From an optimization exercise on the open Yosys and OpenROAD flow, aimed at small area; shortcuts taken in it are not production practice.
Only simulation tests tie the RTL to the original design; equivalence was not proved.

==> inputs of delta <==
==> flow/design.v (excerpt) <==
module RsDecodeTop(
   CLK,
   RESET,
   enable,
   startPls,
   erasureIn,
   dataIn,
   outEnable,
   outStartPls,
   outDone,
   errorNum,
   erasureNum,
   fail,
   delayedData,
   outData
);
   input          CLK;
   input          RESET;
   input          enable;
   input          startPls;
   input          erasureIn;
   input  [5:0]   dataIn;
   output         outEnable;
   output         outStartPls;
   output         outDone;
   output [5:0]   errorNum;
   output [5:0]   erasureNum;
   output         fail;
   output [5:0]   delayedData;
   output [5:0]   outData;
   function [5:0] gm;
      input [5:0] A;
      input [5:0] B;
      reg   [10:0] M;
      begin
         M[0]  = (A[0] & B[0]);
         M[1]  = (A[0] & B[1]) ^ (A[1] & B[0]);
         M[2]  = (A[0] & B[2]) ^ (A[1] & B[1]) ^ (A[2] & B[0]);
         M[3]  = (A[0] & B[3]) ^ (A[1] & B[2]) ^ (A[2] & B[1]) ^ (A[3] & B[0]);
         M[4]  = (A[0] & B[4]) ^ (A[1] & B[3]) ^ (A[2] & B[2]) ^ (A[3] & B[1]) ^ (A[4] & B[0]);
         M[5]  = (A[0] & B[5]) ^ (A[1] & B[4]) ^ (A[2] & B[3]) ^ (A[3] & B[2]) ^ (A[4] & B[1]) ^ (A[5] & B[0]);
         M[6]  = (A[1] & B[5]) ^ (A[2] & B[4]) ^ (A[3] & B[3]) ^ (A[4] & B[2]) ^ (A[5] & B[1]);
         M[7]  = (A[2] & B[5]) ^ (A[3] & B[4]) ^ (A[4] & B[3]) ^ (A[5] & B[2]);
         M[8]  = (A[3] & B[5]) ^ (A[4] & B[4]) ^ (A[5] & B[3]);
         M[9]  = (A[4] & B[5]) ^ (A[5] & B[4]);
         M[10] = (A[5] & B[5]);
         gm[0] = M[0] ^ M[6] ^ M[7] ^ M[9] ^ M[10];
         gm[1] = M[1] ^ M[6] ^ M[8] ^ M[9];
         gm[2] = M[2] ^ M[7] ^ M[9] ^ M[10];
         gm[3] = M[3] ^ M[8] ^ M[10];
  ...
export LEC_CHECK = 0
export CAP_MARGIN = 20
export CORE_MARGIN = 2
export CORE_UTILIZATION = 40
export CTS_BUF_LIST = sky130_fd_sc_hd__clkbuf_4 sky130_fd_sc_hd__clkbuf_8
export SLEW_MARGIN = 20
create_clock -name core_clock -period 10.0 [get_ports {CLK}]
run.sh (not shown) runs the stock make flow with config.mk's settings and CLKGATE_MAP_FILE= SYNTH_SCRIPT=/design/flow/synth_recipe.tcl, a recipe that flattens the netlist after the stock synthesis.
==> inputs of juniper, as changes to delta <==
==> flow/flow/run.sh (new file) <==
#!/bin/bash
set -o pipefail
cp standard.sh standard_sh.txt
export CTS_ARGS="-sink_clustering_enable -repair_clock_nets -dont_use_dummy_load -sink_clustering_size 24 -sink_clustering_max_diameter 70"
bash standard.sh > standard.log 2>&1
==> flow/standard.sh (new file) <==
#!/bin/bash
# synth_recipe.tcl (not shown) runs the flow's synth.tcl, then flattens the netlist and writes it again
# the make line also repeats each setting of config.mk as NAME=value (left out here)
make -C /OpenROAD-flow-scripts/flow DESIGN_CONFIG=/design/flow/config.mk WORK_HOME=/design/flow/orfs CLKGATE_MAP_FILE= SYNTH_SCRIPT=/design/flow/synth_recipe.tcl "${@:-finish}"
- CORE_UTILIZATION: 40 -> 60
- CTS_BUF_LIST: sky130_fd_sc_hd__clkbuf_4 sky130_fd_sc_hd__clkbuf_8 -> default
removed: flow/run.sh
==> inputs of maple, as changes to delta <==
--- a/flow/design.v
+++ b/flow/design.v
@@ -639,12 +639,14 @@
             5'd24: ainv10 = 6'd18; 5'd25: ainv10 = 6'd4;  5'd26: ainv10 = 6'd30; 5'd27: ainv10 = 6'd38;
             5'd28: ainv10 = 6'd7;  5'd29: ainv10 = 6'd47; 5'd30: ainv10 = 6'd5;  default: ainv10 = 6'd32;
          endcase
       end
    endfunction
    reg doneShift, doneShiftReg;
+   reg [3:0] startReg;
+   reg [2:0] doneReg;
    always @(posedge CLK or negedge RESET) begin
       if (~RESET) begin
          doneShift    <= 1'b0;
          doneShiftReg <= 1'b0;
       end
       else if (enable) begin
@@ -653,12 +655,13 @@
       end
    end
    reg [119:0] CL;
    reg [119:0] CW;
    reg [125:0] CE;
    wire chHold = doneShift || doneShiftReg;
+   wire cwHold = chHold || startReg[3] || startReg[2];
    wire ceLoad = (cntE == 6'd53);
    reg  epsMoved;
    assign epsLate = (cntE == 6'd52) && !epsMoved;
    always @(posedge CLK or negedge RESET) begin
       if (~RESET) epsMoved <= 1'b0;
       else if (enable) begin
@@ -672,26 +675,26 @@
       if (enable) begin
          if (done3) begin
             kReg <= numShifted;
             PK   <= ainv10(numShifted);
             K3   <= K2;
          end
-         else if (!chHold) PK <= gm(PK, ainv(kReg));
+         else if (!cwHold) PK <= gm(PK, ainv(kReg));
       end
    end
    generate for (j = 0; j < 21; j = j + 1) begin : g_ch
       if (j < 20) begin : glw
          always @(posedge CLK) begin
             if (enable) begin
                if (done3) begin
                   CL[6*j +: 6] <= gm(L[6*j +: 6], ini(j));
                   CW[6*j +: 6] <= gm(W[6*j +: 6], ini(j));
                end
-               else if (!chHold) begin
-                  CL[6*j +: 6] <= gm(CL[6*j +: 6], apw(j));
-                  CW[6*j +: 6] <= gm(CW[6*j +: 6], apw(j));
+               else begin
+                  if (!chHold) CL[6*j +: 6] <= gm(CL[6*j +: 6], apw(j));
+                  if (!cwHold) CW[6*j +: 6] <= gm(CW[6*j +: 6], apw(j));
                end
             end
          end
       end
       always @(posedge CLK) begin
          if (enable) begin
@@ -730,13 +733,13 @@
       end
    end
    wire doneChien = (cntC == 6'd54);
    wire eraAhead = SR[140*7+6];
    wire eraAhead3 = SR[137*7+6];
    reg [5:0] eps0, eps1, eps2;
-   reg [5:0] selLamR, selEpsR, denR, invR, omSumR, nume1, nume2;
+   reg [5:0] selLamR, selEpsR, denR, invR, omSumR;
    reg       eq1, eq2, eq3;
    wire [5:0] denInv;
    RsDecodeInv RsDecodeInv_E (.B(denR), .R(denInv));
    always @(posedge CLK) begin
       if (enable) begin
          selLamR <= eraAhead ? (lamEven ^ lamOdd) : lamOdd;
@@ -747,43 +750,37 @@
          eq1     <= lamEq;
          eq2     <= eq1;
          eq3     <= eq2;
          denR    <= gm(selLamR, selEpsR);
          invR    <= denInv;
          omSumR  <= gm(omSum, PK);
-         nume1   <= omSumR;
-         nume2   <= nume1;
       end
    end
-   wire [5:0] errV = gm(nume2, invR);
+   wire [5:0] errV = gm(omSumR, invR);
    reg [4:0] numErrCnt, numErrChien;
    always @(posedge CLK or negedge RESET) begin
       if (~RESET) numErrCnt <= 5'd0;
       else if (enable) begin
          if (doneShiftReg) numErrCnt <= 5'd0;
          else if (lamEq) numErrCnt <= numErrCnt + 5'd1;
       end
    end
    always @(posedge CLK or negedge RESET) begin
       if (~RESET) numErrChien <= 5'd0;
       else if (enable && doneChien) numErrChien <= lamEq ? (numErrCnt + 5'd1) : numErrCnt;
    end
-   reg          rdEn;
    reg [6:0]    dq;
    always @(posedge CLK) begin
       if (enable) SR <= {SR[993:0], erasureIn, dIn};
    end
    always @(posedge CLK) begin
-      rdEn <= enable;
-      if (rdEn) dq <= SR[1000:994];
+      dq <= SR[1000:994];
    end
    wire       delayedErasureIn = dq[6];
    wire [5:0] delayedDataIn    = dq[5:0];
    wire [5:0] error = (delayedErasureIn || eq3) ? errV : 6'd0;
-   reg [3:0] startReg;
-   reg [2:0] doneReg;
    always @(posedge CLK or negedge RESET) begin
       if (~RESET) begin
          startReg <= 4'd0;
          doneReg  <= 3'd0;
       end
       else if (enable) begin
==> flow/flow/run.sh (new file) <==
#!/bin/bash
set -o pipefail
cp standard.sh standard_sh.txt
export CTS_ARGS="-sink_clustering_enable -repair_clock_nets -dont_use_dummy_load -sink_clustering_size 28 -sink_clustering_max_diameter 70"
bash standard.sh > standard.log 2>&1
==> flow/standard.sh (new file) <==
#!/bin/bash
# synth_recipe.tcl (not shown) runs the flow's synth.tcl, then flattens the netlist and writes it again
# the make line also repeats each setting of config.mk as NAME=value (left out here)
make -C /OpenROAD-flow-scripts/flow DESIGN_CONFIG=/design/flow/config.mk WORK_HOME=/design/flow/orfs CLKGATE_MAP_FILE= SYNTH_SCRIPT=/design/flow/synth_recipe.tcl "${@:-finish}"
- CORE_UTILIZATION: 40 -> 45
- CTS_BUF_LIST: sky130_fd_sc_hd__clkbuf_4 sky130_fd_sc_hd__clkbuf_8 -> default
removed: flow/run.sh
==> metrics.md <==
| Metric | Value |
|---|---|
| Arrival @ worst endpoint | `between 8 and 9 ns` |
| Die width | `approximately 500 µm` |
| Critical Path Max Stage Delay | `approximately 0.9 ns` |
| Final core utilization | `63.3%` |
| Least-Margin Pin Slew | `~1.3 ns` |
| Origin of the worst setup path | `cnt1[3]` |
| Run status | `no timing/DRC/antenna violations` |
| Required time worst endpoint | `10.72 ns` |
| H-tree levels | `4` |
| Largest net degree at the start of global routing | `242` |
| Share of layout cells above drive strength 1 | `between 4 and 5%` |
| Register area share after synthesis | `52.1%` |
| Total wire length | `521 mm` |
[end of results for juniper]
==> metrics.md <==
| Metric | Value |
|---|---|
| Origin of the worst setup path | `cnt1[0]` |
| Largest net degree at the start of global routing | `roughly 210` |
| Critical Path Max Stage Delay | `0.77 ns` |
| Run status | `no timing/DRC/antenna violations` |
| Total wire length | `497 mm` |
| Required time worst endpoint | `approximately 11 ns` |
| H-tree levels | `5` |
| Share of layout cells above drive strength 1 | `8.07%` |
| Final core utilization | `between 40% and 50%` |
| Die width | `roughly 600 µm` |
[end of results for delta]
==> metrics.md <==
| Metric | Value |
|---|---|
| Area leader, netlist | `edfxtp_1` |
| Required time worst endpoint | `10.55 ns` |
| H-tree levels | `4` |
| Origin of the worst setup path | `cntP[4]` |
| FF-to-FF End | `R[5]` |
| Share of layout cells above drive strength 1 | `under 10%` |
| Final core utilization | `47.9%` |
| Least-Margin Pin Slew | `1.29 ns` |
| Run status | `no timing/DRC/antenna violations` |
| Critical Path Max Stage Delay | `about 0.94 ns` |
| R2R cell count | `18` |
| Final hold violations | `0` |
| Die width | `573 µm` |
| Largest net degree at the start of global routing | `around 210` |
[end of results for maple]

[static timing again, ports no longer ideal]
The results above use ideal ports. As a check the final layouts listed here were re-extracted and re-timed, cells and wires unchanged. Step 1, drivers: a clkbuf_16 drives CLK and a buf_2 each remaining input, both assumed. Step 2 adds t to the input delays and takes it off the output delays; t is the mean of the earliest and latest rising clock arrival at the registers after step 1. Input paths then give back, and output paths get back, about the clock's delay inside the block. Slacks: ideal / step 1 / step 2; pairs: ideal / step 1.
run	shift t [ns]	slack for setup (ns)	worst hold slack (ns)
delta	1.234	2.522 / 2.522 / 2.522	0.343 / 0.343 / 0.343
juniper	0.934	2.000 / 2.000 / 2.000	0.374 / 0.374 / 0.374
maple	0.983	1.981 / 1.981 / 1.981	0.341 / 0.341 / 0.341
After both steps setup and hold are still met in every run listed.
